Source: an optimization exercise on an open RTL-to-GDS flow (aim: small area, a short achievable clock period and few clock cycles per item). Production flows keep margins and buffers that such runs may drop.
Only simulation tests tie the RTL to the original design; equivalence was not proved.
The clock input has no modelled driver; a real chip could not lean on it and would need a root buffer or a full tree.
No activity file was given, so power comes from the tool's default toggle rates.

==> flow/design.v (excerpt) <==
module sys (
	clk,
	reset,
	addr,
	din,
	dout,
	req,
	wr,
	rdy,
	seed0,
	seed1,
	seed2,
	seed3,
	range
);
input           clk, reset;
input   [63:0]  din;
output  [63:0]  dout;
output  [63:0]  addr;
input   [63:0]  seed0, seed1, seed2, seed3;
output          req;
output          wr;
input           rdy;
input   [63:0]  range;
reg     [63:0]  s0, s1, s2, s3;      
reg             wr_n;                
reg     [3:0]   k_n;                 
reg             rr;                  
reg     [15:0]  h;                   
reg     [18:0]  xc;                  
localparam [15:0] X0 = 16'h0404;
localparam [15:0] X1 = 16'h0808;
localparam [15:0] X2 = 16'h0ef1;
localparam [15:0] X3 = 16'h1010;
localparam [15:0] X4 = 16'h1ae5;
localparam [15:0] X5 = 16'h1de2;
localparam [15:0] X6 = 16'h2020;
localparam [15:0] X7 = 16'h2b2b;
localparam [15:0] X8 = 16'h35ca;
localparam [15:0] X9 = 16'h4040;
localparam [15:0] X10 = 16'h43bc;
localparam [15:0] X11 = 16'h46b9;
localparam [15:0] X12 = 16'h4d4d;
localparam [15:0] X13 = 16'h5353;
localparam [15:0] X14 = 16'h5656;
localparam [15:0] X15 = 16'h5959;
localparam [15:0] X16 = 16'h5ca3;
localparam [15:0] X17 = 16'h728d;
localparam [15:0] X18 = 16'h7887;
reg     [63:0]  addr_r;
reg     [63:0]  dout_r;
reg             req_r;
reg             wr_r;
reg     [15:0]  gq;                  
reg     [2:0]   gb;                  
wire    [63:0]  xpat;
assign xpat[0] = xc[7];
assign xpat[1] = xc[0];
assign xpat[2] = xc[16];
assign xpat[3] = xc[10];
assign xpat[4] = xc[14];
assign xpat[5] = xc[1];
assign xpat[6] = xc[11];
assign xpat[7] = xc[18];
assign xpat[8] = xc[13];
assign xpat[9] = xc[3];
assign xpat[10] = xc[17];
assign xpat[11] = xc[2];
assign xpat[12] = xc[15];
assign xpat[13] = xc[6];
assign xpat[14] = xc[4];
assign xpat[15] = xc[5];
assign xpat[16] = xc[0];
assign xpat[17] = xc[16];
assign xpat[18] = xc[10];
assign xpat[19] = xc[14];
assign xpat[20] = xc[1];
assign xpat[21] = xc[11];
assign xpat[22] = xc[18];
assign xpat[23] = xc[13];
assign xpat[24] = xc[3];
assign xpat[25] = xc[17];
assign xpat[26] = xc[2];
assign xpat[27] = xc[15];
assign xpat[28] = xc[6];
assign xpat[29] = xc[4];
assign xpat[30] = xc[5];
assign xpat[31] = xc[12];
assign xpat[32] = xc[16];
assign xpat[33] = xc[10];
assign xpat[34] = xc[14];
assign xpat[35] = xc[1];
assign xpat[36] = xc[11];
assign xpat[37] = xc[18];
  ...
Size in the first run: ~520 I/O pins.
clock: 3.2 ns
lec_check: 0
cap_margin: 20
core_margin: 2
core_utilization: 60
place_density: 0.8
setup_slack_margin: 1.85
slew_margin: 20
standard.sh (not shown) runs the stock make flow with config.mk's settings and CLKGATE_MAP_FILE= SYNTH_SCRIPT=/design/flow/synth_recipe.tcl, a recipe that flattens the netlist after the stock synthesis.
==> flow/flow/run.sh <==
#!/bin/bash
# Standard ORFS layout with two changes:
#  - port buffers are buf_1 cells (buffer_ports otherwise picks
#    clkdlybuf4s50_1, a slow delay cell);
#  - the clock tree is built by flow/cts.tcl (two buffer levels) instead of
#    TritonCTS (three levels of buffers): two levels of clock inverters,
#    which lowers the clock latency.
# Each step's full output goes to make_<step>.log here; ORFS's own logs are
# under orfs/logs.
set -euo pipefail
here=$(pwd)
export CTREE_TCL=$here/flow/ctree.tcl
export PULL_TCL=$here/flow/pull.tcl
A=(BUFFER_PORTS_ARGS="-buffer_cell sky130_fd_sc_hd__buf_1")
bash standard.sh "${A[@]}" place > make_place.log 2>&1
bash standard.sh "${A[@]}" run RUN_SCRIPT="$here/flow/cts.tcl" RUN_LOG_NAME_STEM=4_1_cts > make_cts.log 2>&1
bash standard.sh "${A[@]}" finish > make_finish.log 2>&1
Other scripts of this flow, unchanged in this note and not shown: flow/flow/ctree.tcl, flow/flow/cts.tcl, flow/flow/pull.tcl
The first run finished clean.
Testbench counts at the start, summed over its fixed seeds: cycles 128,027, items 16,000.
Next try:
--- a/flow/flow/run.sh
+++ b/flow/flow/run.sh
@@ -1,9 +1,15 @@
 #!/bin/bash
-# Standard ORFS layout with two changes:
+# Standard ORFS layout (the standard.sh, standard synthesis) with three
+# changes:
 #  - port buffers are buf_1 cells (buffer_ports otherwise picks
 #    clkdlybuf4s50_1, a slow delay cell);
-#  - the clock tree is built by flow/cts.tcl (two buffer levels) instead of
-#    TritonCTS (three levels of buffers): two levels of clock inverters,
-#    which lowers the clock latency.
+#  - flow/cts.tcl replaces ORFS's CTS step: pull.tcl first moves each output
+#    port's flip-flop next to that port's buffer, then ctree.tcl builds a
+#    balanced two-level clock tree of clock inverters (port -> 4 clkinv_16
+#    -> 16 clkinv_8 -> flip-flops, an even number of inversions) instead of
+#    TritonCTS's three levels of buffers, which lowers the clock latency of
+#    every flip-flop alike; the rest of ORFS's CTS step (placement
+#    legalisation, timing repair) then runs as usual;
+#  - the rest (routing, finish) is the standard flow.
 # Each step's full output goes to make_<step>.log here; ORFS's own logs are
 # under orfs/logs.
Settings changed: CORE_UTILIZATION 60 to 70.
=> The new run passed the timing, design-rule and antenna checks. Final cell count decreases by 2.2%. Global-route usage increases by 4.9 points. Fmax increases by 6.7%.
Next try:
==> flow/flow/run.sh (replaced) <==
#!/bin/bash
# Standard ORFS layout with two changes:
#  - port buffers are buf_1 cells (buffer_ports otherwise picks
#    clkdlybuf4s50_1, a slow delay cell);
#  - the clock tree is built by flow/cts.tcl (two buffer levels) instead of
#    TritonCTS (three levels of buffers): two levels of clock inverters,
#    which lowers the clock latency.
# Each step's full output goes to make_<step>.log here; ORFS's own logs are
# under orfs/logs.
set -euo pipefail
here=$(pwd)
export CTREE_TCL=$here/flow/ctree.tcl
export PULL_TCL=$here/flow/pull.tcl
A=(BUFFER_PORTS_ARGS="-buffer_cell sky130_fd_sc_hd__buf_1")
bash standard.sh "${A[@]}" place > make_place.log 2>&1
bash standard.sh "${A[@]}" run RUN_SCRIPT="$here/flow/cts.tcl" RUN_LOG_NAME_STEM=4_1_cts > make_cts.log 2>&1
bash standard.sh "${A[@]}" finish > make_finish.log 2>&1
Settings changed: CORE_UTILIZATION 70 to 72, PLACE_DENSITY 0.8 to 0.82.
Effect: Synthesized area does not change; die area goes down by 2.7%; wire length goes up by 4.8%; total power goes up by 0.51%.
Next try:
Settings changed: CORE_UTILIZATION 72 to 65, PLACE_DENSITY 0.82 to 0.8, SETUP_SLACK_MARGIN 1.85 to 1.75.
After rerunning: Maximum frequency drops by 5.8%; power shrinks by about 0.6%; cell count rises by about 2.2%; utilization is lower by 9.4 points; routed wire length went down by about 5%; critical path depth is higher by 4; setup slack got worse by 0.085 ns; worst hold slack gets worse by 0.027 ns; die area rose by 10%; cell area drops by 0.97%.
Next try:
Settings changed: CORE_UTILIZATION 65 to 70, SETUP_SLACK_MARGIN 1.75 to 1.9.
Effect: Hold slack improves by 0.037 ns. Flip-flop and latch count stays the same. Worst setup slack gains 0.018 ns. First-iteration DRC count rises by 6.3%. Clock power stays flat. Area after synthesis is unchanged.
Next try:
Settings changed: CORE_UTILIZATION 70 to 65, SETUP_SLACK_MARGIN 1.9 to 1.94.
Cell area is higher by 2.2%.
Critical path depth shrinks by 1.
Via count rose by 0.69%.
In every run of this note, the design's own scripts or RTL, not TritonCTS, make the clock network.

* * *

run B:
The RTL this note starts from:
==> flow/design.v <==
module sys (
	clk,
	reset,
	addr,
	din,
	dout,
	req,
	wr,
	rdy,
	seed0,
	seed1,
	seed2,
	seed3,
	range
);
input           clk, reset;
input   [63:0]  din;
output  [63:0]  dout;
output  [63:0]  addr;
input   [63:0]  seed0, seed1, seed2, seed3;
output          req;
output          wr;
input           rdy;
input   [63:0]  range;
reg     [63:0]  s0, s1, s2, s3;      
reg             wr_n;                
reg     [3:0]   k_n;                 
reg             rr;                  
reg     [15:0]  h;                   
reg     [18:0]  xc;                  
localparam [15:0] X0 = 16'h0404;
localparam [15:0] X1 = 16'h0808;
localparam [15:0] X2 = 16'h0ef1;
localparam [15:0] X3 = 16'h1010;
localparam [15:0] X4 = 16'h1ae5;
localparam [15:0] X5 = 16'h1de2;
localparam [15:0] X6 = 16'h2020;
localparam [15:0] X7 = 16'h2b2b;
localparam [15:0] X8 = 16'h35ca;
localparam [15:0] X9 = 16'h4040;
localparam [15:0] X10 = 16'h43bc;
localparam [15:0] X11 = 16'h46b9;
localparam [15:0] X12 = 16'h4d4d;
localparam [15:0] X13 = 16'h5353;
localparam [15:0] X14 = 16'h5656;
localparam [15:0] X15 = 16'h5959;
localparam [15:0] X16 = 16'h5ca3;
localparam [15:0] X17 = 16'h728d;
localparam [15:0] X18 = 16'h7887;
reg     [63:0]  addr_r;
reg     [63:0]  dout_r;
reg             req_r;
reg             wr_r;
reg     [6:0]   gq;                  
wire    [63:0]  xpat;
assign xpat[0] = xc[7];
assign xpat[1] = xc[0];
assign xpat[2] = xc[16];
assign xpat[3] = xc[10];
assign xpat[4] = xc[14];
assign xpat[5] = xc[1];
assign xpat[6] = xc[11];
assign xpat[7] = xc[18];
assign xpat[8] = xc[13];
assign xpat[9] = xc[3];
assign xpat[10] = xc[17];
assign xpat[11] = xc[2];
assign xpat[12] = xc[15];
assign xpat[13] = xc[6];
assign xpat[14] = xc[4];
assign xpat[15] = xc[5];
assign xpat[16] = xc[0];
assign xpat[17] = xc[16];
assign xpat[18] = xc[10];
assign xpat[19] = xc[14];
assign xpat[20] = xc[1];
assign xpat[21] = xc[11];
assign xpat[22] = xc[18];
assign xpat[23] = xc[13];
assign xpat[24] = xc[3];
assign xpat[25] = xc[17];
assign xpat[26] = xc[2];
assign xpat[27] = xc[15];
assign xpat[28] = xc[6];
assign xpat[29] = xc[4];
assign xpat[30] = xc[5];
assign xpat[31] = xc[12];
assign xpat[32] = xc[16];
assign xpat[33] = xc[10];
assign xpat[34] = xc[14];
assign xpat[35] = xc[1];
assign xpat[36] = xc[11];
assign xpat[37] = xc[18];
assign xpat[38] = xc[13];
assign xpat[39] = xc[3];
assign xpat[40] = xc[17];
assign xpat[41] = xc[2];
assign xpat[42] = xc[15];
assign xpat[43] = xc[6];
assign xpat[44] = xc[4];
assign xpat[45] = xc[5];
assign xpat[46] = xc[12];
assign xpat[47] = xc[9];
assign xpat[48] = xc[10];
assign xpat[49] = xc[14];
assign xpat[50] = xc[1];
assign xpat[51] = xc[11];
assign xpat[52] = xc[18];
assign xpat[53] = xc[13];
assign xpat[54] = xc[3];
assign xpat[55] = xc[17];
assign xpat[56] = xc[2];
assign xpat[57] = xc[15];
assign xpat[58] = xc[6];
assign xpat[59] = xc[4];
assign xpat[60] = xc[5];
assign xpat[61] = xc[12];
assign xpat[62] = xc[9];
assign xpat[63] = xc[8];
wire    [63:0]  cur;
genvar          i;
integer         c;
generate
	for (i = 0; i < 4; i = i + 1) begin : g_cur
		assign cur[16*i +: 16] =
			(s0[16*i +: 16] & {16{h[4*i]}})   | (s1[16*i +: 16] & {16{h[4*i+1]}}) |
			(s2[16*i +: 16] & {16{h[4*i+2]}}) | (s3[16*i +: 16] & {16{h[4*i+3]}});
	end
endgenerate
wire    [63:0]  carry;
generate
	for (i = 0; i < 64; i = i + 1) begin : g_carry
		if (i < 8)
			assign carry[i] = &{1'b1, din[i - i%8 +: 8] | (8'hff << (i%8))};
		else
			assign carry[i] = &gq[i/8-1:0] & &(din[i - i%8 +: 8] | (8'hff << (i%8)));
	end
	for (i = 0; i < 7; i = i + 1) begin : g_gq
		always @(posedge clk)
			gq[i] <= &din[8*i+7:8*i];
	end
endgenerate
always @(posedge clk) begin
	if (reset) begin
		s0 <= seed0;
		s1 <= seed1;
		s2 <= seed2;
		s3 <= seed3;
	end
	if (reset) begin
		wr_n <= 1'b0;
		k_n  <= 4'd0;
	end
	else if (rdy) begin
		wr_n <= ~wr_n;
		if (!wr_n && h[3])
			k_n <= k_n + 4'd1;
	end
	rr     <= ~reset & rdy & ~wr_n;
	for (c = 0; c < 4; c = c + 1)
		if (reset)
			h[4*c +: 4] <= 4'b0001;
		else if (rr)
			h[4*c +: 4] <= {h[4*c +: 3], h[4*c+3]};
	xc[0] <= X0[k_n];
	xc[1] <= X1[k_n];
	xc[2] <= X2[k_n];
	xc[3] <= X3[k_n];
	xc[4] <= X4[k_n];
	xc[5] <= X5[k_n];
	xc[6] <= X6[k_n];
	xc[7] <= X7[k_n];
	xc[8] <= X8[k_n];
	xc[9] <= X9[k_n];
	xc[10] <= X10[k_n];
	xc[11] <= X11[k_n];
	xc[12] <= X12[k_n];
	xc[13] <= X13[k_n];
	xc[14] <= X14[k_n];
	xc[15] <= X15[k_n];
	xc[16] <= X16[k_n];
	xc[17] <= X17[k_n];
	xc[18] <= X18[k_n];
	req_r  <= ~reset;
	wr_r   <= wr_n;
	addr_r <= (cur ^ xpat) & range;
	dout_r <= din ^ carry;
end
assign req  = req_r;
assign wr   = wr_r;
assign addr = addr_r;
assign dout = dout_r;
endmodule
Settings: LEC_CHECK=0, CAP_MARGIN=20, CORE_MARGIN=2, CORE_UTILIZATION=75, PLACE_DENSITY=0.85, SETUP_SLACK_MARGIN=1.9, SLEW_MARGIN=20; clock period 3.2 ns.
==> flow/flow/run.sh <==
#!/bin/bash
# Standard ORFS layout with two changes:
#  - port buffers are buf_1 cells (buffer_ports otherwise picks
#    clkdlybuf4s50_1, a slow delay cell);
#  - the clock tree is built by flow/cts.tcl (two buffer levels) instead of
#    TritonCTS (three levels), which lowers the clock latency.
# Each step's full output goes to make_<step>.log here; ORFS's own logs are
# under orfs/logs.
set -euo pipefail
here=$(pwd)
export CTREE_TCL=$here/flow/ctree.tcl
A=(BUFFER_PORTS_ARGS="-buffer_cell sky130_fd_sc_hd__buf_1")
bash standard.sh "${A[@]}" place > make_place.log 2>&1
bash standard.sh "${A[@]}" run RUN_SCRIPT="$here/flow/cts.tcl" RUN_LOG_NAME_STEM=4_1_cts > make_cts.log 2>&1
bash standard.sh "${A[@]}" finish > make_finish.log 2>&1
==> flow/flow/ctree.tcl <==
# Custom two-level clock tree: the clock port drives NMID buffers, each of
# which drives NLEAF/NMID leaf buffers; each leaf drives one cluster of
# flip-flops. Clusters come from splitting the sinks into equal-count
# columns by x, then each column into equal-count groups by y.
proc ctree_build {clk_port nmid_x nmid_y nleaf_x nleaf_y mid_cell leaf_cell} {
  set block [ord::get_db_block]
  set net [[$block findBTerm $clk_port] getNet]
  set sinks {}
  foreach it [$net getITerms] {
    set inst [$it getInst]
    set bb [$inst getBBox]
    set x [expr {([$bb xMin] + [$bb xMax]) / 2}]
    set y [expr {([$bb yMin] + [$bb yMax]) / 2}]
    lappend sinks [list $x $y [$inst getName] [[$it getMTerm] getName]]
  }
  set n [llength $sinks]
  puts "ctree: $n sinks"
  # split into nmid_x*nleaf_x columns, then each into nmid_y*nleaf_y rows
  set ncol [expr {$nmid_x * $nleaf_x}]
  set nrow [expr {$nmid_y * $nleaf_y}]
  set byx [lsort -integer -index 0 $sinks]
  set leaves {}
  for {set c 0} {$c < $ncol} {incr c} {
    set lo [expr {($c * $n) / $ncol}]
    set hi [expr {(($c + 1) * $n) / $ncol - 1}]
    set col [lsort -integer -index 1 [lrange $byx $lo $hi]]
    set m [llength $col]
    for {set r 0} {$r < $nrow} {incr r} {
      set lo2 [expr {($r * $m) / $nrow}]
      set hi2 [expr {(($r + 1) * $m) / $nrow - 1}]
      lappend leaves [list $c $r [lrange $col $lo2 $hi2]]
    }
  }
  set site_w 460
  set row_h 2720
  # leaf buffers
  set li 0
  array set mids {}
  foreach lf $leaves {
    lassign $lf c r members
    set sx 0; set sy 0
    foreach s $members { incr sx [lindex $s 0]; incr sy [lindex $s 1] }
    set cx [expr {$sx / [llength $members]}]
    set cy [expr {$sy / [llength $members]}]
    set name "ctree_leaf_$li"
    set nname "ctree_leafnet_$li"
    make_instance $name $leaf_cell
    odb::dbNet_create $block $nname
    foreach s $members {
      set pin "[lindex $s 2]/[lindex $s 3]"
      disconnect_pin $clk_port $pin
      connect_pin $nname $pin
    }
    connect_pin $nname $name/X
    set inst [$block findInst $name]
    $inst setLocation [expr {($cx / $site_w) * $site_w}] [expr {($cy / $row_h) * $row_h}]
    $inst setPlacementStatus PLACED
    [$block findNet $nname] setSigType CLOCK
    set mx [expr {$c / $nleaf_x}]
    set my [expr {$r / $nleaf_y}]
    lappend mids($mx,$my) [list $name $cx $cy]
    incr li
  }
  # mid buffers
  set mi 0
  foreach key [lsort [array names mids]] {
    set sx 0; set sy 0
    foreach l $mids($key) { incr sx [lindex $l 1]; incr sy [lindex $l 2] }
    set k [llength $mids($key)]
    set cx [expr {$sx / $k}]; set cy [expr {$sy / $k}]
    set name "ctree_mid_$mi"
    set nname "ctree_midnet_$mi"
    make_instance $name $mid_cell
    odb::dbNet_create $block $nname
    foreach l $mids($key) { connect_pin $nname [lindex $l 0]/A }
    connect_pin $nname $name/X
    connect_pin $clk_port $name/A
    set inst [$block findInst $name]
    $inst setLocation [expr {($cx / $site_w) * $site_w}] [expr {($cy / $row_h) * $row_h}]
    $inst setPlacementStatus PLACED
    [$block findNet $nname] setSigType CLOCK
    incr mi
  }
  $net setSigType CLOCK
  puts "ctree: $li leaf buffers, $mi mid buffers"
}
==> flow/flow/cts.tcl <==
# ORFS's cts.tcl with TritonCTS replaced by a two-level clock tree built by
# ctree.tcl (clock port -> 4 buffers -> 16 leaf buffers -> flip-flops).
utl::set_metrics_stage "cts__{}"
source $::env(SCRIPTS_DIR)/load.tcl
erase_non_stage_variables cts
load_design 3_place.odb 3_place.sdc

repair_clock_inverters

set_dont_use $::env(DONT_USE_CELLS)

source $::env(CTREE_TCL)
ctree_build clk 2 2 2 2 sky130_fd_sc_hd__clkbuf_16 sky130_fd_sc_hd__clkbuf_16
set_propagated_clock [all_clocks]

estimate_parasitics -placement

set_placement_padding -global \
  -left $::env(CELL_PAD_IN_SITES_DETAIL_PLACEMENT) \
  -right $::env(CELL_PAD_IN_SITES_DETAIL_PLACEMENT)
detailed_placement
estimate_parasitics -placement

repair_timing_helper
detailed_placement
check_placement -verbose

report_clock_latency
report_metrics 4 "cts final"

orfs_write_db $::env(RESULTS_DIR)/4_1_cts.odb
orfs_write_sdc $::env(RESULTS_DIR)/4_cts.sdc
Tool error GRT-0232 stopped run B during global routing (5_1_grt); no final results.
Testbench counts of run B, summed over its fixed seeds: cycles 128,027, items 16,000.
Input-level comparison between run A and run B:
- CORE_UTILIZATION: 75 -> 65
- SETUP_SLACK_MARGIN: 1.9 -> 1.75
- GPL_ROUTABILITY_DRIVEN: unset -> 0
- PLACE_DENSITY: 0.85 -> 0.8
-- flow/flow/run.sh --
<<< run B, line 12
>>> run A, line 12
export PULL_TCL=$here/flow/pull.tcl
-- flow/flow/ctree.tcl --
<<< run B, line 66
>>> run A, line 66
  if {$mid_cell eq "none"} {
    foreach key [lsort [array names mids]] {
      foreach l $mids($key) { connect_pin $clk_port [lindex $l 0]/A }
    }
    $net setSigType CLOCK
    puts "ctree: $li leaf buffers driven by the port"
    return
  }
-- flow/flow/cts.tcl --
<<< run B, line 3
>>> run A, line 3
# Before that, pull.tcl moves each output port's flip-flop next to the
# port's buffer.
<<< run B, line 13
>>> run A, line 15
source $::env(PULL_TCL)
pull_output_flops
==> flow/flow/pull.tcl (new file) <==
# Move the flip-flop that drives each output port's buffer next to that
# buffer, so the flip-flop's output wire is short.
proc pull_output_flops {} {
  set block [ord::get_db_block]
  set n 0
  foreach bt [$block getBTerms] {
    if {[$bt getIoType] ne "OUTPUT"} { continue }
    set net [$bt getNet]
    if {$net eq "NULL"} { continue }
    set buf ""
    foreach it [$net getITerms] { if {[$it isOutputSignal]} { set buf [$it getInst] } }
    if {$buf eq ""} { continue }
    set in_net ""
    foreach it [$buf getITerms] { if {[$it isInputSignal]} { set in_net [$it getNet] } }
    if {$in_net eq "" || $in_net eq "NULL"} { continue }
    set drv ""
    foreach it [$in_net getITerms] { if {[$it isOutputSignal]} { set drv [$it getInst] } }
    if {$drv eq ""} { continue }
    if {![[$drv getMaster] isSequential]} { continue }
    if {[llength [$in_net getITerms]] != 2} { continue }
    set loc [$buf getLocation]
    $drv setLocation [lindex $loc 0] [lindex $loc 1]
    incr n
  }
  puts "pull_output_flops: moved $n flip-flops"
}
==> comparison <==
Run A reached the end of the flow, and the finished layout is clean on the timing, design-rule and antenna checks. Post-placement cell count for run A is higher than for run B. In the tables for run B and run A, floorplan die width reads lower with run B. Reported for run B and run A, post-synthesis net count turned out identical to the last digit.
In run A the design's own scripts or RTL, not TritonCTS, make the clock network.

-- afterwards: timing with drivers on the ports --
The results above use ideal ports. As a check the final layouts listed here were re-extracted and re-timed, cells and wires unchanged.
Step 1 (the two cells are an assumption about what drives the block):
set clk [get_ports {clk}]
set_driving_cell -lib_cell sky130_fd_sc_hd__clkbuf_16 $clk
set_driving_cell -lib_cell sky130_fd_sc_hd__buf_2 [delete_from_list [all_inputs] $clk]
Step 2 moves the port delays by t, midway between the first and last clock arrival at a register: inputs arrive t later, outputs are due t later. That takes back most of the time a late clock gives input paths.
Slacks: no drivers / after step 1 / after step 2; pairs: no drivers / after step 1.
run	t (ns)	setup slack, ns	slew at the worst register clock pin (ns)
the first run of note 1	0.418	1.752 / 1.611 / 1.542	0.11 / 0.11
the second run of note 1	0.410	1.843 / 1.634 / 1.599	0.10 / 0.11
the third run of note 1	0.416	1.832 / 1.596 / 1.594	0.10 / 0.11
the fourth run of note 1	0.416	1.747 / 1.547 / 1.552	0.10 / 0.10
the fifth run of note 1	0.419	1.764 / 1.631 / 1.650	0.10 / 0.11
the sixth run of note 1	0.422	1.821 / 1.599 / 1.601	0.11 / 0.11
run A	0.431	1.749 / 1.642 / 1.428	0.11 / 0.11
After both steps setup and hold are still met in every run listed. The setup slack of run A, which loses most, moves by -0.107 ns with the drivers and by -0.321 ns with both steps.
